From an optimization exercise on the open Yosys and OpenROAD flow, aimed at small area; shortcuts taken in it are not production practice.
Only simulation tests tie the RTL to the original design; equivalence was not proved.
Power figures rest on the tool's default switching activity, not on a simulated workload.

File: design.v
module top_fft_iter (
	input  wire        CLK,
	input  wire        RST,
	input  wire        EN,
	input  wire [15:0] i_DATA_R,
	input  wire [15:0] i_DATA_I,
	input  wire        i_WR_DATA,
	input  wire        IN_FIFO_RST,
	output wire        FULL,
	output wire [15:0] o_DATA_R,
	output wire [15:0] o_DATA_I,
	output wire        VALID
);
	localparam S_WAIT = 2'd0, S_RD = 2'd1, S_DLY = 2'd3, S_WR = 2'd2;
	reg  [1:0] state;
	reg  [6:0] counter;
	reg        last_lay;
	wire       busy     = (state != S_WAIT);
	wire       st_rd    = (state == S_RD);
	wire       st_dly   = (state == S_DLY);
	wire       st_wr    = (state == S_WR);
	wire       first_lay;
	always @(posedge CLK) begin
		if (RST)
			state <= S_WAIT;
		else if (EN) begin
			case (state)
				S_WAIT: if (first_lay) state <= S_RD;
				S_RD:   state <= S_DLY;
				S_DLY:  state <= S_WR;
				default: state <= (counter == 7'd82) ? S_WAIT : S_RD;
			endcase
		end
	end
	always @(posedge CLK) begin
		if (!busy)
			counter <= 7'd0;
		else if (st_rd)
			counter <= counter + 7'd1;
	end
	always @(posedge CLK) begin
		if (!busy)
			last_lay <= 1'b0;
		else if (counter == 7'd67)
			last_lay <= 1'b1;
	end
	reg  [5:0] iw, ir;
	reg        ifull, iempty;
	reg        block_reg, first_reg;
	assign first_lay = first_reg | block_reg;
	wire   tmp_full  = first_lay | ifull;
	wire   in_rst    = RST | (IN_FIFO_RST & ~block_reg);
	wire   in_we     = i_WR_DATA & ~tmp_full;
	wire [5:0] iw_next = in_we ? iw + 6'd1 : iw;
	wire   ir_inc    = first_lay & st_rd & ~iempty;
	wire [5:0] ir_next = ir_inc ? ir + 6'd2 : ir;
	always @(posedge CLK) begin
		if (in_rst) begin
			iw     <= 6'd0;
			ir     <= 6'd0;
			ifull  <= 1'b0;
			iempty <= 1'b1;
		end else begin
			iw     <= iw_next;
			ir     <= ir_next;
			ifull  <= (iw_next[5] != ir[5]) && (iw_next[4:0] == ir[4:0]);
			iempty <= (ir_next == iw_next);
		end
	end
	always @(posedge CLK) begin
		if (RST | (iempty & st_wr))
			block_reg <= 1'b0;
		else if (ifull & ~busy)
			block_reg <= 1'b1;
	end
	always @(posedge CLK) begin
		if (RST)
			first_reg <= 1'b0;
		else if (st_rd)
			first_reg <= block_reg;
	end
	assign FULL = tmp_full;
	reg  [4:0] ow;
	reg  [5:0] orp;
	reg        ofull, oempty, oblock, valid_reg;
	wire       ow_inc   = last_lay & st_wr & ~ofull & ~oblock;
	wire [4:0] ow_next  = ow + {4'd0, ow_inc};
	wire [5:0] ow_ptr   = {ow_next[4], 1'b0, ow_next[3:0]};
	wire       o_rd     = oblock & ~oempty;
	wire [5:0] or_next  = orp + {5'd0, o_rd};
	always @(posedge CLK) begin
		if (RST) begin
			ow     <= 5'd0;
			orp    <= 6'd0;
			ofull  <= 1'b0;
			oempty <= 1'b1;
		end else begin
			ow     <= ow_next;
			orp    <= or_next;
			ofull  <= (ow_ptr[5] != orp[5]) && (ow_ptr[4:0] == orp[4:0]);
			oempty <= (or_next == ow_ptr);
		end
	end
	always @(posedge CLK) begin
		if (oempty)
			oblock <= 1'b0;
		else if (ofull)
			oblock <= 1'b1;
	end
	always @(posedge CLK) begin
		if (RST)
			valid_reg <= 1'b0;
		else if (EN)
			valid_reg <= oblock;
	end
	assign VALID = oblock & valid_reg;
	function [4:0] addr_a(input [6:0] s);
		begin
			case (s[6:4])
				3'd1:    addr_a = {s[3:1], 1'b0, s[0]};
				3'd2:    addr_a = {s[3:2], 1'b0, s[1:0]};
				3'd3:    addr_a = {s[3], 1'b0, s[2:0]};
				3'd4:    addr_a = {1'b0, s[3:0]};
				default: addr_a = {s[3:0], 1'b0};
			endcase
		end
	endfunction
	function [4:0] addr_b(input [6:0] s);
		begin
			case (s[6:4])
				3'd1:    addr_b = {s[3:1], 1'b1, s[0]};
				3'd2:    addr_b = {s[3:2], 1'b1, s[1:0]};
				3'd3:    addr_b = {s[3], 1'b1, s[2:0]};
				3'd4:    addr_b = {1'b1, s[3:0]};
				default: addr_b = {s[3:0], 1'b1};
			endcase
		end
	endfunction
	function [3:0] tw_idx(input [6:0] s);
		begin
			case (s[6:4])
				3'd1:    tw_idx = {s[0], 3'd0};
				3'd2:    tw_idx = {s[1:0], 2'd0};
				3'd3:    tw_idx = {s[2:0], 1'b0};
				3'd4:    tw_idx = s[3:0];
				default: tw_idx = 4'd0;
			endcase
		end
	endfunction
	function [15:0] cos_tab(input [3:0] i);
		begin
			case (i)
				4'd0:  cos_tab = 16'h7fff;
				4'd1:  cos_tab = 16'h7d8a;
				4'd2:  cos_tab = 16'h7641;
				4'd3:  cos_tab = 16'h6a6d;
				4'd4:  cos_tab = 16'h5a82;
				4'd5:  cos_tab = 16'h471c;
				4'd6:  cos_tab = 16'h30fb;
				4'd7:  cos_tab = 16'h18f8;
				4'd8:  cos_tab = 16'h0000;
				4'd9:  cos_tab = 16'he707;
				4'd10: cos_tab = 16'hcf04;
				4'd11: cos_tab = 16'hb8e3;
				4'd12: cos_tab = 16'ha57d;
				4'd13: cos_tab = 16'h9592;
				4'd14: cos_tab = 16'h89be;
				default: cos_tab = 16'h8275;
			endcase
		end
	endfunction
	function [15:0] nsin_tab(input [3:0] i);
		begin
			case (i)
				4'd0:  nsin_tab = 16'h0000;
				4'd1:  nsin_tab = 16'he708;
				4'd2:  nsin_tab = 16'hcf05;
				4'd3:  nsin_tab = 16'hb8e4;
				4'd4:  nsin_tab = 16'ha57e;
				4'd5:  nsin_tab = 16'h9593;
				4'd6:  nsin_tab = 16'h89bf;
				4'd7:  nsin_tab = 16'h8276;
				4'd8:  nsin_tab = 16'h8001;
				4'd9:  nsin_tab = 16'h8276;
				4'd10: nsin_tab = 16'h89bf;
				4'd11: nsin_tab = 16'h9593;
				4'd12: nsin_tab = 16'ha57e;
				4'd13: nsin_tab = 16'hb8e4;
				4'd14: nsin_tab = 16'hcf05;
				default: nsin_tab = 16'he708;
			endcase
		end
	endfunction
	function [31:0] bmul(input [15:0] x, input [15:0] y);
		integer i;
		reg b0, b1, b2, ng, one, two;
		reg [17:0] xs, pp;
		reg [31:0] acc;
		begin
			xs  = {{2{x[15]}}, x};
			acc = 32'h55560000;    
			for (i = 0; i < 8; i = i + 1) begin
				b2  = y[2*i+1];
				b1  = y[2*i];
				b0  = (i == 0) ? 1'b0 : y[2*i-1];
				ng  = b2 & ~(b1 & b0);
				one = b1 ^ b0;
				two = (b2 & ~b1 & ~b0) | (~b2 & b1 & b0);
				pp  = ({18{one}} & xs) | ({18{two}} & {xs[16:0], 1'b0});
				pp  = pp ^ {18{ng}};
				acc = acc + ({{14{1'b0}}, ~pp[17], pp[16:0]} << (2*i)) + ({31'd0, ng} << (2*i));
			end
			bmul = acc;
		end
	endfunction
	function [15:0] sat_half(input [17:0] t);
		begin
			if (t[17] == t[16])
				sat_half = t[16:1];
			else
				sat_half = {t[17], {15{t[16]}}};
		end
	endfunction
	reg  [6:0]  h1, h2, h3;
	reg         selq;         
	reg         f0;           
	reg  [3:0]  irq;          
	reg  [31:0] ha, hb;       
	reg  [31:0] rb, ra;       
	reg  [16:0] rre, rim;     
	reg  [31:0] xr, yr;       
	wire        if_rd_now = st_rd & first_lay & ~iempty;
	always @(posedge CLK) begin
		if (RST) begin
			h1 <= 7'd127;
			h2 <= 7'd127;
			h3 <= 7'd127;
		end else if (st_rd) begin
			h1 <= counter;
			h2 <= h1;
			h3 <= h2;
		end
	end
	always @(posedge CLK) begin
		f0 <= if_rd_now;
		if (st_rd) begin
			selq <= block_reg | (counter == 7'd81);
			irq  <= ir[4:1];
		end
	end
	wire [4:0]  if_addr = f0 ? {irq, 1'b1} : ir[4:0];
	wire [4:0]  wr_addr = st_dly ? addr_b(h1) : addr_a(h1);
	wire [31:0] if_rd, wr_rd;
	wire [31:0] hb_d = f0 ? if_rd : hb;
	always @(posedge CLK) begin
		if (if_rd_now) ha <= if_rd;
		if (f0)        hb <= if_rd;
		if (st_dly)    rb <= selq ? hb_d : wr_rd;
		if (st_wr)     ra <= selq ? ha : wr_rd;
	end
	wire [3:0]  ti   = tw_idx(h1);
	wire [15:0] wre  = cos_tab(ti);
	wire [15:0] wim  = nsin_tab(ti);
	reg  [15:0] m1w, m2w;     
	always @(posedge CLK) begin
		if (st_dly) begin
			m1w <= wre;
			m2w <= wim;
		end else if (st_wr) begin
			m1w <= wim;
			m2w <= wre;
		end
	end
	wire [31:0] p1 = bmul(rb[31:16], m1w);
	wire [31:0] p2 = bmul(rb[15:0], m2w);
	wire [16:0] q1 = p1[31:15];
	wire [16:0] q2 = p2[31:15];
	wire [16:0] pr = st_wr ? (q1 - q2) : (q1 + q2);
	always @(posedge CLK) begin
		if (st_wr) rre <= pr;
		if (st_rd) rim <= pr;
	end
	wire        ysel  = st_dly;
	wire [17:0] op_re = ysel ? ~{rre[16], rre} : {rre[16], rre};
	wire [17:0] op_im = ysel ? ~{rim[16], rim} : {rim[16], rim};
	wire [17:0] k12   = {16'd0, ysel, ~ysel};
	wire [17:0] s_re  = {{2{ra[31]}}, ra[31:16]} + op_re + k12;
	wire [17:0] s_im  = {{2{ra[15]}}, ra[15:0]}  + op_im + k12;
	wire [31:0] bf_o  = {sat_half(s_re), sat_half(s_im)};
	always @(posedge CLK) begin
		if (st_dly) yr <= bf_o;
		if (st_wr)  xr <= bf_o;
	end
	wire        h3_wr  = (h3 < 7'd64) | (h3 == 7'd81);
	wire        h3_out = (h3[6:4] == 3'd4);
	wire        wr_we  = h3_wr & ((st_dly & ~RST) | st_wr);
	wire [4:0]  wr_wa  = st_dly ? addr_b(h3) : addr_a(h3);
	wire [31:0] bf_wd  = st_dly ? yr : xr;
	wire [4:0]  in_wa = {iw[0], iw[1], iw[2], iw[3], iw[4]};
	reg  [31:0] ifm [0:31];
	reg  [31:0] wrm [0:31];
	always @(posedge CLK) if (in_we) ifm[in_wa] <= {i_DATA_R, i_DATA_I};
	always @(posedge CLK) if (wr_we) wrm[wr_wa] <= bf_wd;
	wire [31:0] if_sel = 32'd1 << if_addr;
	wire [31:0] wr_sel = 32'd1 << wr_addr;
	reg  [31:0] if_rd_r, wr_rd_r;
	integer n;
	always @(*) begin
		if_rd_r = 32'd0;
		wr_rd_r = 32'd0;
		for (n = 0; n < 32; n = n + 1) begin
			if_rd_r = if_rd_r | ({32{if_sel[n]}} & ifm[n]);
			wr_rd_r = wr_rd_r | ({32{wr_sel[n]}} & wrm[n]);
		end
	end
	assign if_rd = if_rd_r;
	assign wr_rd = wr_rd_r;
	reg  [31:0] sx [0:15];
	reg  [31:0] sy [0:15];
	wire        push_x = h3_out & st_wr;
	wire        push_y = h3_out & st_dly & ~RST;
	wire        pop    = o_rd & (orp[4:0] != 5'd0);
	integer k;
	always @(posedge CLK) begin
		if (push_x | pop) begin
			for (k = 15; k > 0; k = k - 1)
				sx[k] <= sx[k-1];
			sx[0] <= pop ? sy[15] : bf_wd;
		end
		if (push_y | pop) begin
			for (k = 15; k > 0; k = k - 1)
				sy[k] <= sy[k-1];
			sy[0] <= bf_wd;
		end
	end
	assign o_DATA_R = sx[15][31:16];
	assign o_DATA_I = sx[15][15:0];
endmodule
File: run.sh
#!/bin/bash
# synth_recipe.tcl (not shown) runs the flow's synth.tcl, then flattens the netlist and writes it again
# the make line also repeats each setting of config.mk as NAME=value (left out here)
make -C /OpenROAD-flow-scripts/flow DESIGN_CONFIG=/design/flow/config.mk WORK_HOME=/design/flow/orfs CLKGATE_MAP_FILE= SYNTH_SCRIPT=/design/flow/synth_recipe.tcl finish
File: config.mk
export PLATFORM = sky130hd
export DESIGN_NAME = top_fft_iter
export DESIGN_NICKNAME = top_fft_iter
export VERILOG_FILES = /design/flow/design.v
export SDC_FILE = /design/flow/constraint.sdc
export NUM_CORES = 4
export LEC_CHECK = 0
export CAP_MARGIN = 20
export CORE_MARGIN = 2
export CORE_UTILIZATION = 40
export CTS_BUF_LIST = sky130_fd_sc_hd__clkbuf_8
export CTS_CLUSTER_DIAMETER = 60
export CTS_CLUSTER_SIZE = 16
export SLEW_MARGIN = 20
File: constraint.sdc
create_clock -name core_clock -period 9.0 [get_ports {CLK}]
set_input_delay 1.8000 -clock core_clock [delete_from_list [all_inputs] [get_ports {CLK}]]
set_output_delay 1.8000 -clock core_clock [all_outputs]
set_load 0.01 [all_outputs]
==> results of run 1 <==
[critical path, delay by kind of cell, from the launching register on]
family | cells | cell delay [ns]
xor+xnor | 6 | 1.01
simple gates | 6 | 1.34
flops | 1 | 0.49
compound gates | 10 | 1.93
buf+inv | 4 | 0.51
fa+ha+maj | 7 | 2.91
[metrics by stage]
| stage | utilization [%] | total power [W] |
|---|---|---|
| floorplan | - | 0.0176 |
| global placement | 42.5 | 0.0177 |
| detailed placement | 42.5 | 0.0177 |
| CTS | 44.0 | 0.0262 |
| global route | 44.0 | 0.0267 |
| finish | 44.0 | 0.0260 |
[placed cells by master, fill, tap and decap left out, types with 16 or more instances in the layout]
cell type        Yosys  routed
a21o_1              45      45
a21oi_1            141     140
a221oi_1           234     234
a222oi_1            45      45
a22o_1             224     224
a22oi_1            621     621
and3_1              23      23
buf_4                2     310
clkbuf_8             0     295
clkdlybuf4s50_1      0      59
clkinv_2             0      19
clkinvlp_4           0      20
dfxtp_1             94      89
diode_2              0      24
edfxtp_1          3303    3303
fa_1               183     183
ha_1               269     268
inv_1              254     285
mux2_2              68      68
mux2i_1             90      89
nand2_1            367     361
nand2b_1            36      36
nand3_1            142     142
nand4_1             96      96
nor2_1             302     176
nor2_2               0      43
nor2_4               0      83
nor2b_1             40      32
nor3_1              61      57
o211ai_1            16      16
o21a_1              81      81
o21ai_0            158     156
o21ai_1             19      18
o22ai_1             41      41
or4_1               22      22
xnor2_1            206     205
xor2_1             180     180
[where the power goes]
part           internal (W)  switching [W]
clock network       0.00352        0.00514
registers            0.0172     0.00000607
logic             0.0000337       0.000136
total                0.0207        0.00528
[kinds of logic after synthesis]
family	count (synthesis)
adders and majority gates	452
buffers and inverters	685
and+or+nand+nor	1170
xor gates and xnor gates	386
DFF	3397
muxes	161
AOI/OAI and AO/OA	1772
[what timing repair did]
action | CTS | global route
endpoints found under the setup margin | 0 | 6
gates resized for setup | 0 | 9
hold endpoints to repair | 0 | 0
[layout make-up]
| type | instances | area [sq um] |
|---|---|---|
| Multi-Input combinational cell | 3941 | 31800 |
| Antenna cell | 24 | 60.1 |
| Timing Repair Buffer | 390 | 3150 |
| Sequential cell | 3397 | 101000 |
| Fill cell | 29100 | 188000 |
| Clock inverter | 130 | 1220 |
| Inverter | 258 | 987 |
| Clock buffer | 295 | 4060 |
| Tap cell | 4407 | 5510 |
[per-layer routing]
metal	routed length, um	global-route usage, %	part of all wire, %
met5	17	0	0.0044
met4	15000	7.77	3.9
met3	40900	4.31	11
met2	174000	34.3	45
met1	155000	30.9	40
[path summary, 6_finish.rpt]
| path | start | to | depth (start not counted) |
|---|---|---|---|
| setup / recovery | m2w[3]$_DFFE_PP_ | rre[16]$_DFFE_PP_ | 33 |
| hold / removal | sx[8][27]$_DFFE_PP_ | sx[9][27]$_DFFE_PP_ | 0 |
| setup reg to reg | m2w[3]$_DFFE_PP_ | rre[16]$_DFFE_PP_ | 33 |
| hold reg to reg | sx[8][27]$_DFFE_PP_ | sx[9][27]$_DFFE_PP_ | 0 |
==> results.txt, run 1 <==
status=finished clean; first-pass GRT wire length=about 540000 um; mapped cell area=135000 sq um; synth top area cells=edfxtp_1 74%, a22oi_1 3.5%, fa_1 2.7%; r2r setup slk=0.53 ns; Synth warnings=3; Critical Path RT=about 9.7 ns; DR iter-0 viols=10400; leading area contributor after synthesis=edfxtp_1; Area growth syn-to-layout=9.87%; Post-DP HPWL=around 220000 um; unrepaired setup endpoints after global routing=false; Root Driver=clkbuf_8; wire per inst=~30 um; Synth Area in Adders=between 5 and 6%; vias in the first global route=about 74000; GRT Residual Overflow=0; flops & latches, synth=3397; first drt pass iteration count=6; cell mode on critical path=xnor2_1; dpl cell area=around 140000 sq um; most common flop cell mapped by yosys=edfxtp_1; Synth cell types=87; GR Util All Layers=between 20% and 30%; antenna violations before repair=30; Setup violations, final=0; Post-synth top cells=3303 x edfxtp_1, 621 x a22oi_1, 367 x nand2_1; Worst Path Arrival=9.19 ns; critical-path maximum fanout=14; Yosys top cell area share=between 70% and 80%; WS Path Type=flop to flop; clock buffer depth=4; max-cap viol count=0; Die Y=between 500 and 600 um; max_slew headroom=between 20% and 30%; Seq/Total Area, Yosys=around three quarters; clock-pin slew on the worst setup and hold paths=0.09 ns; Worst IR Drop VDD=between 0.1 and 0.15 mV; Post-CTS Setup Repair Bufs=0; PortBufs=70; worst-margin pin slew=approximately 1.2 ns; mux contribution to synthesized area=1.28%; placed cells=12400; simple-gate area share of the yosys netlist=4.08%; antenna viol nets, final=0; Core ar.=336000 sq um; sum of negative setup slack=0 ns; XOR/XNOR Fraction of Synth Area=2.51%; startpoint types=flop; pwr/cell area=~180 nW/um^2; Initial Utilization=between 40% and 50%; Ports=roughly 70; Largest regs=ifm: 1024 flops, wrm: 1024 flops; worst slack at placement=0.344 ns; crit path time final=about 8.5 ns; drt drc=0; htree depth=5; WL final=a little under 400000 um; routability congestion estimate=about 0.86; CP max-delay cell=fa_1; Non-Filler Instances=12800; Clock Sink Count=approximately 3400; nets=8756; routed vias=76400; Die Area=between 300000 and 400000 sq um; worst hold slack=~0.41 ns; Async SR Flop Fraction=0%; largest family of logic cells by synthesized area=compound AO/OA/AOI/OAI gates; pin count of the biggest net entering global routing=180; PnR worst setup slack=0.528 ns; highest clock rate=118 MHz; syn avg cell area=approximately 17 sq um; Post-synth EDFFs=3303; clk latency of the worst-skew pair=between 1 and 1.5 ns; Hold Vio Cnt, Final=0; vias per std cell=slightly below 6; leakage power=around 48 nW; finished layout cell area=around 150000 sq um; Hold WC Path Type=flop to flop; layout cell share with drive strength beyond 1=around an eighth; CP endpoint kind=flop; row count=between 200 and 250; cts bufs inserted=279; Crit path largest cell delay=0.55 ns; top-count cell post-synth=edfxtp_1; syn_nets=8512; cts hold-fix bufs=0; Synth Instances=8023; CTS tree=done; post-synthesis compound-gate area fraction=slightly below 10%; max-slew violation count=0; Final Cycle Share=between 90% and 100%; Die Wd=584 um; Setup Skew=between 0.1 and 0.15 ns
==> run 2: changes to the inputs <==
==> flow/run.sh (new file) <==
#!/bin/bash
# The standard layout (standard.sh: the standard flow's synthesis, floorplan, placement,
# CTS, routing), with one change: clock tree synthesis inserts no dummy
# loads and uses the clustering given here.
set -euo pipefail
export CTS_ARGS="-sink_clustering_enable -repair_clock_nets -dont_use_dummy_load -sink_clustering_size 16 -sink_clustering_max_diameter 60 -buf_list sky130_fd_sc_hd__clkbuf_8"
bash standard.sh > standard.log 2>&1
==> standard.sh (new file) <==
#!/bin/bash
# synth_recipe.tcl (not shown) runs the flow's synth.tcl, then flattens the netlist and writes it again
# the make line also repeats each setting of config.mk as NAME=value (left out here)
make -C /OpenROAD-flow-scripts/flow DESIGN_CONFIG=/design/flow/config.mk WORK_HOME=/design/flow/orfs CLKGATE_MAP_FILE= SYNTH_SCRIPT=/design/flow/synth_recipe.tcl "${@:-finish}"
removed: run.sh
==> run 2 against run 1 <==
Compared with the run above: clock skew rose by 0.044 ns; register-to-register slack got worse by 0.03 ns; first-iteration DRC count is 0.53% higher; flip-flop and latch count did not move; final cell count shrank 1.2%; critical path type unchanged; largest cell class unchanged; synthesized cell count is the same.
==> results.txt, run 2 <==
status=finished clean (unchanged); post-synthesis compound-gate area fraction=9.90% (unchanged); antenna violations before repair=31 (was 30); routed vias=76400 (about the same); PortBufs=70 (unchanged); Root Driver=clkbuf_8 (unchanged); wire per inst=30.3 um (was 29.9 um); largest family of logic cells by synthesized area=compound AO/OA/AOI/OAI gates (unchanged); Die Y=584 um (unchanged); Clock Sink Count=3397 (unchanged); Initial Utilization=40.1% (unchanged); layout cell share with drive strength beyond 1=10.6% (was 11.6%); highest clock rate=118 MHz (about the same); syn avg cell area=16.8 sq um (unchanged); critical-path maximum fanout=7 (was 14); commonest non-fill, non-tap cell in the layout=edfxtp_1 (unchanged); fill cell count=29200 (was 29100); most frequent cells in the layout=3303 x edfxtp_1, 621 x a22oi_1, 361 x nand2_1, 310 x buf_4, 279 x clkbuf_8 (was 3303 x edfxtp_1, 621 x a22oi_1, 361 x nand2_1, 310 x buf_4, 295 x clkbuf_8); Final Cycle Share=94.5% (was 94.1%); Critical Path RT=9.76 ns (was 9.72 ns); Hold WC Path Type=flop to flop (unchanged); Synth Area in Adders=5.22% (unchanged); cell family with the largest share of critical-path delay=adder cells (unchanged); startpoint types=flop (unchanged); Most Used Layer, Global Route=met2 (unchanged); first-pass GRT wire length=540000 um (was 541000 um); Ports=71 (unchanged); synth top area cells=edfxtp_1 74%, a22oi_1 3.5%, fa_1 2.7% (unchanged); clock buffer depth=4 (unchanged); pin count of the biggest net entering global routing=180 (unchanged); CTS tree=done (unchanged); WL final=384000 um (about the same); max-cap viol count=0 (unchanged); Die Wd=584 um (unchanged); Post-DP HPWL=222000 um (unchanged); simple-gate area share of the yosys netlist=4.08% (unchanged); cts hold-fix bufs=0 (unchanged); pwr/cell area=170 nW/um^2 (was 176 nW/um^2); origin of the worst setup path=m2w[7]$_DFFE_PP_ (was m2w[3]$_DFFE_PP_); Largest regs=ifm: 1024 flops, wrm: 1024 flops (unchanged); most common flop cell mapped by yosys=edfxtp_1 (unchanged); Yosys top cell area share=73.7% (unchanged); DR iter-0 viols=10500 (was 10400); GRT met1 Usage=30.7% (was 30.9%); GR Util All Layers=22.0% (about the same); Async SR Flop Fraction=0% (unchanged); Synth warnings=3 (unchanged); nets=8756 (unchanged); CP endpoint kind=flop (unchanged); met3 Use GR=4.48% (was 4.31%); clock-pin slew on the worst setup and hold paths=0.09 ns (about the same); placed cells=12400 (unchanged); Setup Skew=0.145 ns (was 0.101 ns); GRT met2 Usage=34.3% (about the same); Post-CTS Setup Repair Bufs=0 (unchanged); Setup violations, final=0 (unchanged); unrepaired setup endpoints after global routing=false (unchanged); WS Path Type=flop to flop (unchanged); Synth Instances=8023 (unchanged); Post-synth top cells=3303 x edfxtp_1, 621 x a22oi_1, 367 x nand2_1 (unchanged); leading area contributor after synthesis=edfxtp_1 (unchanged); CP max-delay cell=fa_1 (unchanged); first drt pass iteration count=6 (unchanged); vias per std cell=6.02 (was 5.95); clk latency of the worst-skew pair=1.08 ns (was 1.07 ns); Seq/Total Area, Yosys=75.1% (unchanged); Worst Path Arrival=9.26 ns (was 9.19 ns); worst-margin pin slew=1.20 ns (was 1.18 ns); Synth cell types=87 (unchanged); mux contribution to synthesized area=1.28% (unchanged); Core ar.=336000 sq um (unchanged); HP Start=sx[8][27]$_DFFE_PP_ (unchanged); worst path buffer plus inverter count=6 (was 4); antenna viol nets, final=0 (unchanged); Hold Vio Cnt, Final=0 (unchanged); mapped cell area=135000 sq um (unchanged); top-count cell post-synth=edfxtp_1 (unchanged); Post-synth EDFFs=3303 (unchanged); Worst IR Drop VDD=0.113 mV (was 0.120 mV); cts bufs inserted=279 (unchanged); Die Area=341000 sq um (unchanged); htree depth=5 (unchanged); crit path time final=8.51 ns (was 8.47 ns); final core utilization=43.6% (was 44.0%); R2R Path Start=m2w[7]$_DFFE_PP_ (was m2w[3]$_DFFE_PP_); Area growth syn-to-layout=8.80% (was 9.87%); flops & latches, synth=3397 (unchanged); drt drc=0 (unchanged); cell mode on critical path=o21ai_0 (was xnor2_1); row count=213 (unchanged); GRT Residual Overflow=0 (unchanged); Non-Filler Instances=12700 (was 12800); leakage power=47.2 nW (was 48.0 nW); max-slew violation count=0 (unchanged); routability congestion estimate=0.855 (unchanged); XOR/XNOR Fraction of Synth Area=2.51% (unchanged); Crit path largest cell delay=0.53 ns (was 0.55 ns); vias in the first global route=73700 (was 74000); syn_nets=8512 (unchanged); max_slew headroom=20.0% (was 21.1%)
## run 2: where the power goes
part	internal [W]	switching, W	total, W	leakage, nW
clock network	0.00278	0.00471	0.00750	2.01
logic	0.0000336	0.000135	0.000169	14.7
registers	0.0172	0.00000598	0.0172	30.5
## run 2: stage by stage
stage / hold WS, ns / worst slack, ns / setup TNS (ns) / cell area (sq um) / power (W)
detailed placement: 0.405 / 0.344 / 0 / 143000 / 0.0177
global placement: 0.400 / 0.411 / 0 / 143000 / 0.0177
CTS: 0.369 / 0.317 / 0 / 146000 / 0.0250
floorplan: 0.393 / -6.06 / -3268.70 / 135000 / 0.0176
finish: 0.368 / 0.494 / 0 / 146000 / 0.0248
global route: 0.365 / 0.0121 / 0 / 146000 / 0.0255
## run 2: per-layer routing
metal  up-vias  wire length (um)  part of all wire (%)
met5         -                17                0.0044
met2      4350            174000                    45
li1      31800                 -                     -
met3       801             41000                    11
met4         4             15200                   4.0
met1     39500            154000                    40
## run 2: worst paths after layout
kind                                            end  slack, ns  cells past startpoint
worst max register to register    rre[15]$_DFFE_PP_       0.49                     34
worst min-delay path            sx[9][27]$_DFFE_PP_       0.37                      0
worst min register to register  sx[9][27]$_DFFE_PP_       0.37                      0
worst max-delay path              rre[15]$_DFFE_PP_       0.49                     34
## run 2: cell families after synthesis
kind of cell	count (synthesis)
DFF	3397
AOI/OAI and AO/OA	1772
and+or+nand+nor	1170
buffers and inverters	685
adders and majority gates	452
xor gates and xnor gates	386
muxes	161
## run 2: layout make-up
class / instances / area (sq um) / share of cell area (%)
Clock buffer: 279 / 3840 / 2.62
Timing Repair Buffer: 390 / 3150 / 2.15
Multi-Input combinational cell: 3941 / 31800 / 21.7
Sequential cell: 3397 / 101000 / 69.0
Tap cell: 4407 / 5510 / 3.76
Antenna cell: 21 / 52.6 / 0.0359
Inverter: 258 / 987 / 0.674
## run 2: repair_timing
| action | 4_1_cts | 5_1_grt |
|---|---|---|
| endpoints found under the setup margin | 0 | 6 |
| hold endpoints to repair | 0 | 0 |
| gates resized for setup | 0 | 8 |
==> run 3: changes to the inputs <==
--- a/config.mk
+++ b/config.mk
@@ -6,9 +6,9 @@
 export NUM_CORES = 4
 export LEC_CHECK = 0
-export CAP_MARGIN = 20
+export CAP_MARGIN = 10
 export CORE_MARGIN = 2
-export CORE_UTILIZATION = 40
+export CORE_UTILIZATION = 50
 export CTS_BUF_LIST = sky130_fd_sc_hd__clkbuf_8
 export CTS_CLUSTER_DIAMETER = 60
 export CTS_CLUSTER_SIZE = 16
-export SLEW_MARGIN = 20
+export SLEW_MARGIN = 10
==> run 3 against run 2 <==
Compared with the run above: core utilization grew 11 points; via count is 0.23% lower; clock skew is 0.013 ns higher; wire length increased by 0.18%; highest routed layer unchanged.
==> results.txt, run 3 <==
status=finished clean (unchanged); wire per inst=32.6 um (was 30.3 um); Seq/Total Area, Yosys=75.1% (unchanged); PnR worst setup slack=0.544 ns (was 0.494 ns); critical-path maximum fanout=9 (was 7); routability congestion estimate=0.857 (was 0.855); drt drc=0 (unchanged); vias in the first global route=72300 (was 73700); Synth Instances=8023 (unchanged); Yosys top cell area share=73.7% (unchanged); Synth cell types=87 (unchanged); WL met3=45200 um (was 41000 um); antenna violations before repair=31 (unchanged); WL final=385000 um (was 384000 um); max-slew violation count=0 (unchanged); GR Util All Layers=27.7% (was 22.0%); Die Y=523 um (was 584 um); synth top area cells=edfxtp_1 74%, a22oi_1 3.5%, fa_1 2.7% (unchanged); antenna viol nets, final=0 (unchanged); highest clock rate=118 MHz (about the same); GRT Residual Overflow=0 (unchanged); Post-synth EDFFs=3303 (unchanged); reg2reg end=rre[16]$_DFFE_PP_ (was rre[15]$_DFFE_PP_); cts bufs inserted=268 (was 279); clock-pin slew on the worst setup and hold paths=0.09 ns (about the same); most frequent cells in the layout=3303 x edfxtp_1, 621 x a22oi_1, 363 x nand2_1, 312 x buf_4, 268 x clkbuf_8 (was 3303 x edfxtp_1, 621 x a22oi_1, 361 x nand2_1, 310 x buf_4, 279 x clkbuf_8); max_slew headroom=14.4% (was 20.0%); Crit path largest cell delay=0.58 ns (was 0.53 ns); fill cell count=21100 (was 29200); syn avg cell area=16.8 sq um (unchanged); Setup violations, final=0 (unchanged); Die Wd=523 um (was 584 um); worst slack at placement=0.326 ns (was 0.344 ns); post-synthesis compound-gate area fraction=9.90% (unchanged); top-count cell post-synth=edfxtp_1 (unchanged); syn_nets=8512 (unchanged); row count=190 (was 213); Worst Hold Endpoint=sy[1][30]$_DFFE_PP_ (was sx[9][27]$_DFFE_PP_); PortBufs=70 (unchanged); Top Metal Used=met5 (unchanged); CTS tree=done (unchanged); routed vias=76200 (was 76400); hold depth=0 (unchanged); commonest non-fill, non-tap cell in the layout=edfxtp_1 (unchanged); Post-DP HPWL=225000 um (was 222000 um); first drt pass iteration count=6 (unchanged); cell mode on critical path=xnor2_1 (was o21ai_0); Final Cycle Share=94.0% (was 94.5%); R2R Path Start=m2w[5]$_DFFE_PP_ (was m2w[7]$_DFFE_PP_); largest family of logic cells by synthesized area=compound AO/OA/AOI/OAI gates (unchanged); flops & latches, synth=3397 (unchanged); max-cap viol count=0 (unchanged); Async SR Flop Fraction=0% (unchanged); XOR/XNOR Fraction of Synth Area=2.51% (unchanged); pwr/cell area=170 nW/um^2 (about the same); Non-Filler Instances=11800 (was 12700); M1 WL=156000 um (was 154000 um); Critical Path RT=9.73 ns (was 9.76 ns); leakage power=47.1 nW (was 47.2 nW); Hold WC Path Type=flop to flop (unchanged); Hold Vio Cnt, Final=0 (unchanged); r2r setup slk=0.54 ns (was 0.49 ns); Core ar.=268000 sq um (was 336000 sq um); nets=8742 (was 8756); layout cell share with drive strength beyond 1=10.3% (was 10.6%); Setup Skew=0.158 ns (was 0.145 ns); clk latency of the worst-skew pair=1.10 ns (was 1.08 ns); Ports=71 (unchanged); Initial Utilization=50.2% (was 40.1%); worst-margin pin slew=1.28 ns (was 1.20 ns); mux contribution to synthesized area=1.28% (unchanged); Die Area=273000 sq um (was 341000 sq um); most common flop cell mapped by yosys=edfxtp_1 (unchanged); startpoint types=flop (unchanged); simple-gate area share of the yosys netlist=4.08% (unchanged); Reg area=101000 sq um (unchanged); CP max-delay cell=fa_1 (unchanged); placed cells=11500 (was 12400); Area growth syn-to-layout=7.87% (was 8.80%); first-pass GRT wire length=537000 um (was 540000 um); Multi-input gate area=31900 sq um (was 31800 sq um); Clock Sink Count=3397 (unchanged); wire length on met2=170000 um (was 174000 um); clock buffer depth=4 (unchanged); htree depth=5 (unchanged); Root Driver=clkbuf_8 (unchanged); Worst Path Arrival=9.18 ns (was 9.26 ns); mapped cell area=135000 sq um (unchanged); Largest regs=ifm: 1024 flops, wrm: 1024 flops (unchanged); HP Start=sy[0][30]$_DFFE_PP_ (was sx[8][27]$_DFFE_PP_); Post-synth top cells=3303 x edfxtp_1, 621 x a22oi_1, 367 x nand2_1 (unchanged); Reg2Reg Depth=30 (was 34); sum of negative setup slack=0 ns (unchanged); pin count of the biggest net entering global routing=195 (was 180); leading area contributor after synthesis=edfxtp_1 (unchanged); crit path time final=8.46 ns (was 8.51 ns); Worst IR Drop VDD=0.129 mV (was 0.113 mV); vias per std cell=6.45 (was 6.02); Synth warnings=3 (unchanged); cts hold-fix bufs=0 (unchanged); CP endpoint kind=flop (unchanged); WS Path Type=flop to flop (unchanged); DR iter-0 viols=12000 (was 10500); Synth Area in Adders=5.22% (unchanged)
[run 3: worst max path at each step]
| stage | start | endpoint | slack, ns | depth (start not counted) |
|---|---|---|---|---|
| floorplan | RST | sy[0][0]$_DFFE_PP_ | -6.06 | 2 |
| global placement | m2w[5]$_DFFE_PP_ | rim[16]$_DFFE_PP_ | 0.34 | 32 |
| detailed placement | m2w[5]$_DFFE_PP_ | rre[16]$_DFFE_PP_ | 0.33 | 34 |
| CTS | m2w[5]$_DFFE_PP_ | rre[16]$_DFFE_PP_ | 0.29 | 34 |
| global route | m2w[3]$_DFFE_PP_ | rre[16]$_DFFE_PP_ | -0.005 | 31 |
| finish | m2w[5]$_DFFE_PP_ | rre[16]$_DFFE_PP_ | 0.54 | 30 |
[run 3: worst max-delay path: cells and delay by family, from the launching register on]
family	cells	cell delay, ns
compound gates	8	1.97
fa+ha+maj	7	3.00
xor+xnor	6	0.91
simple gates	6	1.39
buf+inv	3	0.46
flops	1	0.47
[run 3: report_power, final]
| group | switching [W] | total [W] | internal, W |
|---|---|---|---|
| combinational | 0.000136 | 0.000171 | 0.0000356 |
| sequential | 0.00000643 | 0.0172 | 0.0172 |
| clock | 0.00468 | 0.00736 | 0.00268 |
[run 3: repair_timing]
item | 4_1_cts | 5_1_grt
resized for setup | 0 | 11
setup buffers | 0 | 2
setup endpoints to repair | 0 | 9
[run 3: logic make-up (layout without fill, tap and decap cells)]
kind of cell,after synthesis,in the layout
AND/OR/NAND/NOR,1170,1170
XOR/XNOR,386,386
buffers and inverters,685,913
flip-flops,3397,3397
other,0,9
adder cells (fa/ha/maj),452,452
multiplexers,161,161
AO/OA/AOI/OAI,1772,1772
[run 3: layout make-up]
class | instances | share of cell area (%)
antenna | 9 | 0.0155
clock buffer | 268 | 2.54
inverter | 258 | 0.674
multi-input combinational | 3941 | 22.0
sequential | 3397 | 69.6
tap | 3552 | 3.06
timing repair buffer | 387 | 2.15
[run 3: stage by stage]
stage          hold WS (ns)  instance area [sq um]  total power, W  utilization (%)
2_1_floorplan         0.393                 135000          0.0176                -
3_3_place_gp          0.400                 141000          0.0177             52.8
3_5_place_dp          0.405                 141000          0.0177             52.8
4_1_cts               0.362                 145000          0.0248             54.2
5_1_grt               0.353                 145000          0.0254             54.2
6_report              0.355                 145000          0.0247             54.2
[run 3: metal layers]
metal / GRT usage, % / vias up
li1: - / 31700
met1: 41.2 / 39000
met2: 41.4 / 4608
met3: 5.57 / 804
met4: 8.37 / 10
met5: 0 / -
==> run 4: changes to the inputs <==
--- a/design.v
+++ b/design.v
@@ -297,10 +297,17 @@
 	wire [4:0]  wr_wa  = st_dly ? addr_b(h3) : addr_a(h3);
 	wire [31:0] bf_wd  = st_dly ? yr : xr;
-	wire [4:0]  in_wa = {iw[0], iw[1], iw[2], iw[3], iw[4]};
 	reg  [31:0] ifm [0:31];
+	integer m;
 	reg  [31:0] wrm [0:31];
-	always @(posedge CLK) if (in_we) ifm[in_wa] <= {i_DATA_R, i_DATA_I};
+	always @(posedge CLK) begin
+		if (in_we) begin
+			for (m = 31; m > 0; m = m - 1)
+				ifm[m] <= ifm[m-1];
+			ifm[0] <= {i_DATA_R, i_DATA_I};
+		end
+	end
 	always @(posedge CLK) if (wr_we) wrm[wr_wa] <= bf_wd;
-	wire [31:0] if_sel = 32'd1 << if_addr;
+	wire [4:0]  if_pos = ~{if_addr[0], if_addr[1], if_addr[2], if_addr[3], if_addr[4]};
+	wire [31:0] if_sel = 32'd1 << if_pos;
 	wire [31:0] wr_sel = 32'd1 << wr_addr;
 	reg  [31:0] if_rd_r, wr_rd_r;
==> run 4 against run 3 <==
Compared with the run above: non-clock buffer count fell by 11; critical endpoint is now rim[16]$_DFFE_PP_; cell area fell by 0.67%; clock power fell by 4.2%; final cell count fell by 1.2%; sequential power rose by 2%; first-iteration DRC count fell by 4.3%; register-to-register slack got worse by 0.03 ns; via count fell by 2.4%; flip-flop and latch count did not move; maximum frequency fell by 0.39%; still clean; total power rose by 0.59%; wire length fell by 5.7%.
==> results.txt, run 4 <==
status=finished clean (unchanged); Largest regs=ifm: 1024 flops, wrm: 1024 flops (unchanged); CTS tree=done (unchanged); Clock Sink Count=3397 (unchanged); unrepaired setup endpoints after global routing=false; syn avg cell area=17.0 sq um (was 16.8 sq um); Seq/Total Area, Yosys=75.3% (was 75.1%); placed cells=11400 (was 11500); Crit path largest cell delay=0.58 ns (about the same); layout cell share with drive strength beyond 1=10.0% (was 10.3%); pwr/cell area=172 nW/um^2 (was 170 nW/um^2); Hold WC Path Type=flop to flop (unchanged); flops & latches, synth=3397 (unchanged); cell family with the largest share of critical-path delay=adder cells (unchanged); GRT Residual Overflow=0 (unchanged); Post-synth top cells=3303 x edfxtp_1, 636 x a22oi_1, 381 x nand2_1 (was 3303 x edfxtp_1, 621 x a22oi_1, 367 x nand2_1); Synth warnings=4 (was 3); top-count cell post-synth=edfxtp_1 (unchanged); most frequent cells in the layout=3303 x edfxtp_1, 636 x a22oi_1, 380 x nand2_1, 295 x buf_4, 262 x ha_1 (was 3303 x edfxtp_1, 621 x a22oi_1, 363 x nand2_1, 312 x buf_4, 268 x clkbuf_8); routability congestion estimate=0.877 (was 0.857); pin count of the biggest net entering global routing=201 (was 195); routed vias=74400 (was 76200); crit path time final=8.49 ns (was 8.46 ns); Hold Vio Cnt, Final=0 (unchanged); Area growth syn-to-layout=7.40% (was 7.87%); Initial Utilization=50.2% (about the same); clock-pin slew on the worst setup and hold paths=0.10 ns (was 0.09 ns); PnR worst setup slack=0.510 ns (was 0.544 ns); WL final=363000 um (was 385000 um); dpl cell area=141000 sq um (about the same); nets=8599 (was 8742); Post-synth EDFFs=3303 (unchanged); Die Y=522 um (was 523 um); row count=190 (unchanged); Setup Skew=0.163 ns (was 0.158 ns); wire length on met2=157000 um (was 170000 um); most common flop cell mapped by yosys=edfxtp_1 (unchanged); Ports=71 (unchanged); clock buffer depth=4 (unchanged); htree depth=4 (was 5); sum of negative setup slack=0 ns (unchanged); antenna viol nets, final=0 (unchanged); synth top area cells=edfxtp_1 74%, a22oi_1 3.6%, fa_1 2.7% (was edfxtp_1 74%, a22oi_1 3.5%, fa_1 2.7%); Critical Path RT=9.71 ns (was 9.73 ns); Non-Filler Instances=11700 (was 11800); WS Path Type=flop to flop (unchanged); cts hold-fix bufs=0 (unchanged); fill cell count=21200 (was 21100); Synth Instances=7915 (was 8023); worst path buffer plus inverter count=3 (unchanged); wire per inst=31.1 um (was 32.6 um); cell mode on critical path=xnor2_1 (unchanged); Core ar.=268000 sq um (about the same); critical-path maximum fanout=12 (was 9); vias in the first global route=71500 (was 72300); total power=0.0248 W (was 0.0247 W); mapped cell area=134000 sq um (was 135000 sq um); leading area contributor after synthesis=edfxtp_1 (unchanged); Die Wd=522 um (was 523 um); WL met3=43600 um (was 45200 um); drt drc=0 (unchanged); cts bufs inserted=247 (was 268); GR Util All Layers=26.1% (was 27.7%); Yosys top cell area share=73.8% (was 73.7%); antenna violations before repair=20 (was 31); Reg area=101000 sq um (about the same); M1 WL=149000 um (was 156000 um); max-slew violation count=0 (unchanged); Async SR Flop Fraction=0% (unchanged); commonest non-fill, non-tap cell in the layout=edfxtp_1 (unchanged); Setup violations, final=0 (unchanged); Post-DP HPWL=218000 um (was 225000 um); PortBufs=70 (unchanged); DR iter-0 viols=11500 (was 12000); Worst Path Arrival=9.20 ns (was 9.18 ns); startpoint types=flop (unchanged); Synth cell types=103 (was 87); Root Driver=clkbuf_8 (unchanged); highest clock rate=118 MHz (about the same); worst-margin pin slew=1.27 ns (was 1.28 ns); vias per std cell=6.37 (was 6.45); syn_nets=8399 (was 8512); Worst IR Drop VDD=0.152 mV (was 0.129 mV); Die Area=273000 sq um (about the same); Multi-input gate area=31200 sq um (was 31900 sq um); Final Cycle Share=94.3% (was 94.0%); finished layout cell area=144000 sq um (was 145000 sq um); max_slew headroom=15.2% (was 14.4%); first-pass GRT wire length=514000 um (was 537000 um); max-cap viol count=0 (unchanged); leakage power=47.4 nW (was 47.1 nW); Top Metal Used=met5 (unchanged); first drt pass iteration count=7 (was 6); clk latency of the worst-skew pair=1.12 ns (was 1.10 ns); CP max-delay cell=fa_1 (unchanged); CP endpoint kind=flop (unchanged); worst slack at placement=0.233 ns (was 0.326 ns)
[run 4: cell count changes after synthesis, sizes merged, moves of 18 or more]
| cell | change |
|---|---|
| or3 | +18 |
| o21ai | -23 |
| a22o | -20 |
| o21a | -22 |
| a222oi | +50 |
| mux2i | -49 |
| nand3 | -61 |
| nand3b | +18 |
| nor2 | -31 |
[run 4: logic make-up (layout without fill, tap and decap cells)]
| family | after synthesis | count (layout) | share of synthesized area [%] |
|---|---|---|---|
| DFF | 3397 | 3397 | 75.3 |
| AOI/OAI and AO/OA | 1766 | 1766 | 10.0 |
| and+or+nand+nor | 1106 | 1106 | 3.98 |
| buffers and inverters | 685 | 883 | 2.01 |
| adders and majority gates | 447 | 447 | 5.19 |
| xor gates and xnor gates | 402 | 402 | 2.64 |
| muxes | 112 | 112 | 0.913 |
| other | 0 | 8 | 0 |
[run 4: routing by layer]
layer | global-route usage, % | up-vias
met4 | 8.52 | 14
met5 | 0 | -
li1 | - | 31400
met2 | 38.0 | 4478
met3 | 6.13 | 714
met1 | 39.0 | 37800
[run 4: timing repair]
action,CTS,global route
setup buffers,0,3
endpoints found under the setup margin,0,10
gates resized for setup,0,14
[run 4: final timing paths]
path	startpoint	to	slack, ns	cells past startpoint
setup / recovery	m2w[1]$_DFFE_PP_	rim[16]$_DFFE_PP_	0.51	31
hold / removal	sx[1][27]$_DFFE_PP_	sx[2][27]$_DFFE_PP_	0.31	0
setup reg to reg	m2w[1]$_DFFE_PP_	rim[16]$_DFFE_PP_	0.51	31
hold reg to reg	sx[1][27]$_DFFE_PP_	sx[2][27]$_DFFE_PP_	0.31	0
[run 4: area by class of cell]
type,count,share of cell area (%)
diodes,8,0.0139
repair buffers,376,2.16
inverters,260,0.688
well taps,3552,3.08
multi-input cells,3833,21.6
flip-flops and latches,3397,70.1
clock buffers,247,2.36
[run 4: report_power, final]
group          total (W)  leakage, nW  internal (W)  switching (W)
registers         0.0176         31.3        0.0175       0.000159
clock network    0.00705         1.78       0.00244        0.00461
logic           0.000174         14.4     0.0000436       0.000130
[run 4: worst reg2reg max path, delay by kind of cell (launching register included)]
family	cells	cell delay, ns
flip-flops	1	0.45
AND/OR/NAND/NOR	7	1.54
buffers and inverters	3	0.51
AO/OA/AOI/OAI	8	1.66
adder cells (fa/ha/maj)	7	2.91
XOR/XNOR	6	1.12
[run 4: through the flow]
step / hold slack, ns / utilization, %
2_1_floorplan: 0.393 / -
6_report: 0.311 / 53.9
5_1_grt: 0.299 / 53.9
3_3_place_gp: 0.400 / 52.6
4_1_cts: 0.290 / 53.8
3_5_place_dp: 0.405 / 52.6
==> run 5: changes to the inputs <==
--- a/config.mk
+++ b/config.mk
@@ -6,9 +6,9 @@
 export NUM_CORES = 4
 export LEC_CHECK = 0
-export CAP_MARGIN = 10
+export CAP_MARGIN = 20
 export CORE_MARGIN = 2
-export CORE_UTILIZATION = 50
+export CORE_UTILIZATION = 40
 export CTS_BUF_LIST = sky130_fd_sc_hd__clkbuf_8
 export CTS_CLUSTER_DIAMETER = 60
 export CTS_CLUSTER_SIZE = 16
-export SLEW_MARGIN = 10
+export SLEW_MARGIN = 20
==> run 5 against run 4 <==
Compared with the run above: still clean; worst setup slack got worse by 0.0039 ns; count of clock-buffer cells in the layout rose by 19; die area up 25%; clock power grew 4.0%; synthesized area unchanged; largest cell class unchanged.
==> results.txt, run 5 <==
most frequent cells in the layout=3303 x edfxtp_1, 636 x a22oi_1, 380 x nand2_1, 311 x buf_4, 266 x clkbuf_8 (was 3303 x edfxtp_1, 636 x a22oi_1, 380 x nand2_1, 295 x buf_4, 262 x ha_1); DR iter-0 viols=11800 (was 11500); PortBufs=70 (unchanged); max-cap viol count=0 (unchanged); startpoint types=flop (unchanged); antenna violations before repair=18 (was 20); layout cell share with drive strength beyond 1=10.5% (was 10.0%); critical-path maximum fanout=9 (was 12); Synth warnings=4 (unchanged); WL met3=39300 um (was 43600 um); syn_nets=8399 (unchanged); Async SR Flop Fraction=0% (unchanged); top-count cell post-synth=edfxtp_1 (unchanged); status=finished clean (unchanged); leakage power=47.7 nW (was 47.4 nW); CP endpoint kind=flop (unchanged); leading area contributor after synthesis=edfxtp_1 (unchanged); antenna viol nets, final=0 (unchanged); final core utilization=43.6% (was 53.9%); Final Cycle Share=94.4% (was 94.3%); vias in the first global route=71900 (was 71500); drt drc=0 (unchanged); unrepaired setup endpoints after global routing=false (unchanged); crit path time final=8.49 ns (about the same); Post-synth top cells=3303 x edfxtp_1, 636 x a22oi_1, 381 x nand2_1 (unchanged); sequential power share=70.1% (was 70.9%); Yosys top cell area share=73.8% (unchanged); pwr/cell area=172 nW/um^2 (about the same); WS Path Type=flop to flop (unchanged); Area growth syn-to-layout=8.53% (was 7.40%); Ports=71 (unchanged); clock buffer depth=4 (unchanged); GR Util All Layers=21.1% (was 26.1%); synth top area cells=edfxtp_1 74%, a22oi_1 3.6%, fa_1 2.7% (unchanged); clock power share=29.2% (was 28.4%); Synth cell types=103 (unchanged); routability congestion estimate=0.874 (was 0.877); Post-synth EDFFs=3303 (unchanged); cts bufs inserted=266 (was 247); Gate power share=0.7% (about the same); Clock Sink Count=3397 (unchanged); Core ar.=334000 sq um (was 268000 sq um); Setup Skew=0.176 ns (was 0.163 ns); WL final=369000 um (was 363000 um); CTS tree=done (unchanged); max_slew headroom=15.0% (was 15.2%); mapped cell area=134000 sq um (unchanged); Post-DP HPWL=220000 um (was 218000 um); Die Wd=583 um (was 522 um); commonest non-fill, non-tap cell in the layout=edfxtp_1 (unchanged); Die Y=583 um (was 522 um); wire per inst=29.4 um (was 31.1 um); Die Area=340000 sq um (was 273000 sq um); Synth Instances=7915 (unchanged); first drt pass iteration count=9 (was 7); NetSw=0.00497 W (was 0.00489 W); wire length on met2=165000 um (was 157000 um); Initial Utilization=40.2% (was 50.2%); Crit path largest cell delay=0.55 ns (was 0.58 ns); first-pass GRT wire length=520000 um (was 514000 um); row count=212 (was 190); Worst IR Drop VDD=0.124 mV (was 0.152 mV); nets=8636 (was 8599); Hold Vio Cnt, Final=0 (unchanged); Sw Share=19.8% (was 19.7%); M1 WL=151000 um (was 149000 um); Hold WC Path Type=flop to flop (unchanged); sum of negative setup slack=0 ns (unchanged); htree depth=5 (was 4); Int Pwr=0.0202 W (was 0.0199 W); Seq/Total Area, Yosys=75.3% (unchanged); Critical Path RT=9.67 ns (was 9.71 ns); Setup violations, final=0 (unchanged); routed vias=74600 (was 74400); worst hold slack=0.380 ns (was 0.311 ns); most common flop cell mapped by yosys=edfxtp_1 (unchanged); vias per std cell=5.95 (was 6.37); max-slew violation count=0 (unchanged); flops & latches, synth=3397 (unchanged); Largest regs=ifm: 1024 flops, wrm: 1024 flops (unchanged); Root Driver=clkbuf_8 (unchanged); total power=0.0251 W (was 0.0248 W); CP max-delay cell=fa_1 (unchanged); GRT Residual Overflow=0 (unchanged); Top Metal Used=met5 (unchanged); pin count of the biggest net entering global routing=201 (unchanged); highest clock rate=118 MHz (about the same); syn avg cell area=17.0 sq um (unchanged); worst-margin pin slew=1.27 ns (about the same); clk latency of the worst-skew pair=1.04 ns (was 1.12 ns); clock-pin slew on the worst setup and hold paths=0.09 ns (was 0.10 ns); Worst Path Arrival=9.16 ns (was 9.20 ns)
-- run 5: cell counts after synthesis --
Identical to the previous run, type by type.
-- run 5: kinds of logic (layout without fill, tap and decap cells) --
family                   Yosys count  after routing  share of synthesized area [%]
AND/OR/NAND/NOR                 1106           1106                           3.98
other                              0             15                              0
multiplexers                     112            112                          0.913
buffers and inverters            685            920                           2.01
flip-flops                      3397           3397                           75.3
adder cells (fa/ha/maj)          447            447                           5.19
AO/OA/AOI/OAI                   1766           1766                           10.0
XOR/XNOR                         402            402                           2.64
-- run 5: through the flow --
| stage | area (sq um) | cells | setup WS [ns] |
|---|---|---|---|
| floorplan | 134000 | 7915 | -10.12 |
| global placement | 142000 | 12300 | 0.107 |
| detailed placement | 142000 | 12300 | 0.145 |
| CTS | 146000 | 12500 | 0.114 |
| global route | 146000 | 12500 | 0.00516 |
| finish | 146000 | 12600 | 0.506 |
-- run 5: routing by layer --
| layer | vias up | global-route usage [%] |
|---|---|---|
| met3 | 699 | 3.94 |
| met2 | 4389 | 32.3 |
| met1 | 38100 | 30.2 |
| met5 | - | 0 |
| met4 | 4 | 6.94 |
| li1 | 31500 | - |
-- run 5: worst paths after layout --
check,startpoint,end,slack (ns),cells past startpoint
worst max-delay path,m2w[4]$_DFFE_PP_,rre[16]$_DFFE_PP_,0.51,34
worst min-delay path,sx[6][4]$_DFFE_PP_,sx[7][4]$_DFFE_PP_,0.38,0
worst max register to register,m2w[4]$_DFFE_PP_,rre[16]$_DFFE_PP_,0.51,34
worst min register to register,sx[6][4]$_DFFE_PP_,sx[7][4]$_DFFE_PP_,0.38,0
-- run 5: final cells by class --
class                      instances  area (sq um)
fill                           28700        188000
sequential                      3397        101000
multi-input combinational       3833         31200
tap                             4387          5490
clock buffer                     266          3660
timing repair buffer             394          3280
inverter                         260           997
antenna                           15          37.5
-- run 5: worst max-delay path: cells and delay by family (launching register included) --
kind | cells | cell delay [ns]
adders and majority gates | 8 | 3.62
AOI/OAI and AO/OA | 10 | 2.21
xor gates and xnor gates | 6 | 0.98
and+or+nand+nor | 5 | 0.66
DFF | 1 | 0.43
buffers and inverters | 5 | 0.37
-- run 5: what timing repair did --
| action | in CTS | in global routing |
|---|---|---|
| hold endpoints to repair | 0 | 0 |
| hold buffers | 0 | 0 |
| setup endpoints to repair | 0 | 10 |
| buffers inserted | 0 | 7 |
| gates resized for setup | 0 | 23 |
-- run 5: power by group through the flow --
stage	clock network (W)	logic, W	registers, W
6_report	0.00733	0.000181	0.0176
3_3_place_gp	0	0.000176	0.0180
3_5_place_dp	0	0.000182	0.0180
4_1_cts	0.00756	0.000182	0.0176
2_1_floorplan	0	0.000100	0.0180
5_1_grt	0.00804	0.000193	0.0177
==> run 6: changes to the inputs <==
--- a/design.v
+++ b/design.v
@@ -262,13 +262,8 @@
 	wire [15:0] wre  = cos_tab(ti);
 	wire [15:0] wim  = nsin_tab(ti);
-	reg  [15:0] m1w, m2w;     
+	reg  [15:0] m1w, m2w;
 	always @(posedge CLK) begin
-		if (st_dly) begin
-			m1w <= wre;
-			m2w <= wim;
-		end else if (st_wr) begin
-			m1w <= wim;
-			m2w <= wre;
-		end
+		m1w <= st_dly ? wre : wim;
+		m2w <= st_dly ? wim : wre;
 	end
 	wire [31:0] p1 = bmul(rb[31:16], m1w);
--- a/config.mk
+++ b/config.mk
@@ -8,5 +8,5 @@
 export CAP_MARGIN = 20
 export CORE_MARGIN = 2
-export CORE_UTILIZATION = 40
+export CORE_UTILIZATION = 50
 export CTS_BUF_LIST = sky130_fd_sc_hd__clkbuf_8
 export CTS_CLUSTER_DIAMETER = 60
==> run 6 against run 5 <==
Compared with the run above: non-clock buffer count fell by 60; die area is 20% lower; critical path type unchanged; count of clock-buffer cells in the layout increased by 6; first-iteration DRC count decreased by 1.8%; sequential share of layout area is 0.52 points higher; flip-flop and latch count unchanged; clock power up 2%; synthesized cell count rose by 0.29%; critical endpoint unchanged; critical path depth fell by 3; largest power group unchanged; still clean on timing, DRC and antenna.
==> results.txt, run 6 <==
status=finished clean (unchanged); Async SR Flop Fraction=0% (unchanged); DR iter-0 viols=11500 (was 11800); Clock Sink Count=3397 (unchanged); worst-margin pin slew=1.20 ns (was 1.27 ns); Die Y=522 um (was 583 um); pwr/cell area=175 nW/um^2 (was 172 nW/um^2); Hold WC Path Type=flop to flop (unchanged); flops & latches, synth=3397 (unchanged); vias per std cell=6.42 (was 5.95); GRT Residual Overflow=0 (unchanged); Synth cell types=103 (unchanged); Synth warnings=4 (unchanged); htree depth=5 (unchanged); Final Cycle Share=93.5% (was 94.4%); highest clock rate=119 MHz (was 118 MHz); Initial Utilization=50.2% (was 40.2%); sum of negative setup slack=0 ns (unchanged); pin count of the biggest net entering global routing=193 (was 201); layout cell share with drive strength beyond 1=9.78% (was 10.5%); vias in the first global route=72300 (was 71900); clock buffer depth=4 (unchanged); Area growth syn-to-layout=7.37% (was 8.53%); Non-Filler Instances=11700 (was 12600); Critical Path RT=9.71 ns (was 9.67 ns); critical-path maximum fanout=11 (was 9); max-slew violation count=0 (unchanged); syn avg cell area=16.9 sq um (was 17.0 sq um); post-cts sizing count=0 (unchanged); crit path time final=8.42 ns (was 8.49 ns); antenna violations before repair=28 (was 18); GR Util All Layers=26.7% (was 21.1%); Post-synth top cells=3271 x edfxtp_1, 731 x a22oi_1, 319 x nand2_1 (was 3303 x edfxtp_1, 636 x a22oi_1, 381 x nand2_1); Post-DP HPWL=220000 um (about the same); Worst IR Drop VDD=0.106 mV (was 0.124 mV); mapped cell area=134000 sq um (about the same); leakage power=47.1 nW (was 47.7 nW); antenna viol nets, final=0 (unchanged); first drt pass iteration count=8 (was 9); unrepaired setup endpoints after global routing=false (unchanged); cts bufs inserted=272 (was 266); Largest regs=ifm: 1024 flops, wrm: 1024 flops (unchanged); Die Wd=522 um (was 583 um); max_slew headroom=20.0% (was 15.0%); first-pass GRT wire length=523000 um (was 520000 um); most common flop cell mapped by yosys=edfxtp_1 (unchanged); Post-CTS Setup Repair Bufs=0 (unchanged); row count=190 (was 212); syn_nets=8422 (was 8399); clock-pin slew on the worst setup and hold paths=0.10 ns (was 0.09 ns); placed cells=11400 (was 12300); Worst Path Arrival=9.13 ns (was 9.16 ns); WL final=370000 um (was 369000 um); cts hold-fix bufs=0 (unchanged); routed vias=75000 (was 74600); cell family with the largest share of critical-path delay=adder cells (unchanged); synth top area cells=edfxtp_1 73%, a22oi_1 4.1%, fa_1 2.7% (was edfxtp_1 74%, a22oi_1 3.6%, fa_1 2.7%); nets=8607 (was 8636); clk latency of the worst-skew pair=1.03 ns (was 1.04 ns); Root Driver=clkbuf_8 (unchanged); top-count cell post-synth=edfxtp_1 (unchanged); startpoint types=flop (unchanged); Seq/Total Area, Yosys=75.0% (was 75.3%); Setup violations, final=0 (unchanged); Post-synth EDFFs=3271 (was 3303); drt drc=0 (unchanged); CP max-delay cell=fa_1 (unchanged); Core ar.=268000 sq um (was 334000 sq um); leading area contributor after synthesis=edfxtp_1 (unchanged); most frequent cells in the layout=3271 x edfxtp_1, 731 x a22oi_1, 312 x nand2_1, 272 x clkbuf_8, 262 x ha_1 (was 3303 x edfxtp_1, 636 x a22oi_1, 380 x nand2_1, 311 x buf_4, 266 x clkbuf_8); CTS tree=done (unchanged); worst path buffer plus inverter count=3 (was 5); max-cap viol count=0 (unchanged); Crit path largest cell delay=0.53 ns (was 0.55 ns); PortBufs=70 (unchanged); commonest non-fill, non-tap cell in the layout=edfxtp_1 (unchanged); CP endpoint kind=flop (unchanged); Setup Skew=0.109 ns (was 0.176 ns); Synth Instances=7938 (was 7915); Yosys top cell area share=73.1% (was 73.8%); Ports=71 (unchanged); WS Path Type=flop to flop (unchanged); Hold Vio Cnt, Final=0 (unchanged); Die Area=273000 sq um (was 340000 sq um); routability congestion estimate=0.873 (was 0.874); wire per inst=31.7 um (was 29.4 um); final core utilization=53.9% (was 43.6%)
## run 6: cell types whose count changed after synthesis, sizes merged, moves of 12 or more
| cell | previous run | this run |
|---|---|---|
| a22o | 204 | 182 |
| nand3 | 81 | 142 |
| dfxtp | 94 | 126 |
| mux2i | 41 | 53 |
| edfxtp | 3303 | 3271 |
| buf | 104 | 138 |
| nor2 | 271 | 300 |
| a22oi | 637 | 733 |
| a221oi | 223 | 211 |
| nand2 | 383 | 325 |
| a222oi | 95 | 63 |
| clkbuf | 321 | 285 |
## run 6: through the flow
step,hold slack (ns),instance area (sq um),worst slack (ns),total power [W]
after floorplan,0.393,134000,-9.87,0.0181
after global placement,0.400,140000,0.677,0.0181
after detailed placement,0.405,140000,0.546,0.0181
after CTS,0.376,144000,0.549,0.0254
after global routing,0.388,144000,0.0102,0.0260
final,0.381,144000,0.583,0.0253
## run 6: final cells by class
class                           count  area, sq um
Clock buffer                      272         3740
Inverter                          250          956
Multi-Input combinational cell   3868        31400
Tap cell                         3552         4440
Antenna cell                        5         12.5
Sequential cell                  3397       101000
Fill cell                       21200       123000
Timing Repair Buffer              334         2870
## run 6: routing by layer
| metal | global-route usage [%] | up-vias | wire length (um) |
|---|---|---|---|
| met1 | 39.1 | 38300 | 150000 |
| met2 | 39.9 | 4513 | 163000 |
| met3 | 6.08 | 766 | 43900 |
| li1 | - | 31400 | - |
| met4 | 8.17 | 20 | 12700 |
| met5 | 0 | - | 146 |
## run 6: kinds of logic (layout without fill, tap and decap cells)
logic type	count (synthesis)	in the layout	synth area share, %
xor gates and xnor gates	395	395	2.58
and+or+nand+nor	1118	1118	4.11
muxes	122	122	1.01
AOI/OAI and AO/OA	1786	1786	10.0
DFF	3397	3397	75.0
other	0	5	0
adders and majority gates	447	447	5.19
buffers and inverters	673	856	2.07
## run 6: final timing paths
path / startpoint / end / slack, ns / cells after the start
setup / recovery: m2w[7]$_DFF_P_ / rre[16]$_DFFE_PP_ / 0.58 / 31
hold / removal: sy[2][24]$_DFFE_PP_ / sy[3][24]$_DFFE_PP_ / 0.38 / 0
setup reg to reg: m2w[7]$_DFF_P_ / rre[16]$_DFFE_PP_ / 0.58 / 31
hold reg to reg: sy[2][24]$_DFFE_PP_ / sy[3][24]$_DFFE_PP_ / 0.38 / 0
## run 6: report_power, final
part | internal, W | switching [W] | total [W]
clock network | 0.00272 | 0.00474 | 0.00747
logic | 0.0000434 | 0.000141 | 0.000184
registers | 0.0174 | 0.000165 | 0.0176
total | 0.0202 | 0.00505 | 0.0253
## run 6: worst register-to-register path, delay by kind of cell, from the launching register on
kind / cells / cell delay, ns
buf+inv: 3 / 0.56
flops: 1 / 0.37
fa+ha+maj: 7 / 2.73
simple gates: 8 / 1.85
compound gates: 9 / 2.05
xor+xnor: 4 / 0.62

==> re-timing with driven ports <==
How much do the figures lean on ideal ports? The routed layouts below were timed once more, with nothing changed but the port constraints.
Step 1 (the two cells are an assumption about what drives the block):
set clk [get_ports {CLK}]
set_driving_cell -lib_cell sky130_fd_sc_hd__clkbuf_16 $clk
set_driving_cell -lib_cell sky130_fd_sc_hd__buf_2 [delete_from_list [all_inputs] $clk]
Step 2 also shifts input and output timing later by t, the mid clock arrival at the registers, as if the neighbouring blocks saw the same clock.
Three values: ideal, step 1, step 2; two values: the first two.
| run | t (ns) | slack for setup (ns) | hold WS [ns] | worst setup path at the end | latest minus earliest clock arrival (ns) |
|---|---|---|---|---|---|
| run 1 | 1.134 | 0.528 / 0.528 / 0.528 | 0.406 / 0.406 / 0.406 | register to register | 0.104 / 0.103 |
| run 2 | 1.110 | 0.494 / 0.494 / 0.494 | 0.368 / 0.368 / 0.368 | register to register | 0.159 / 0.159 |
| run 3 | 1.097 | 0.544 / 0.544 / 0.544 | 0.355 / 0.355 / 0.355 | register to register | 0.197 / 0.197 |
| run 4 | 1.140 | 0.510 / 0.510 / 0.510 | 0.311 / 0.311 / 0.311 | register to register | 0.207 / 0.207 |
| run 5 | 1.043 | 0.506 / 0.506 / 0.506 | 0.380 / 0.380 / 0.380 | register to register | 0.180 / 0.180 |
| run 6 | 1.048 | 0.583 / 0.583 / 0.583 | 0.381 / 0.381 / 0.381 | register to register | 0.148 / 0.148 |
After both steps setup and hold are still met in every run listed.
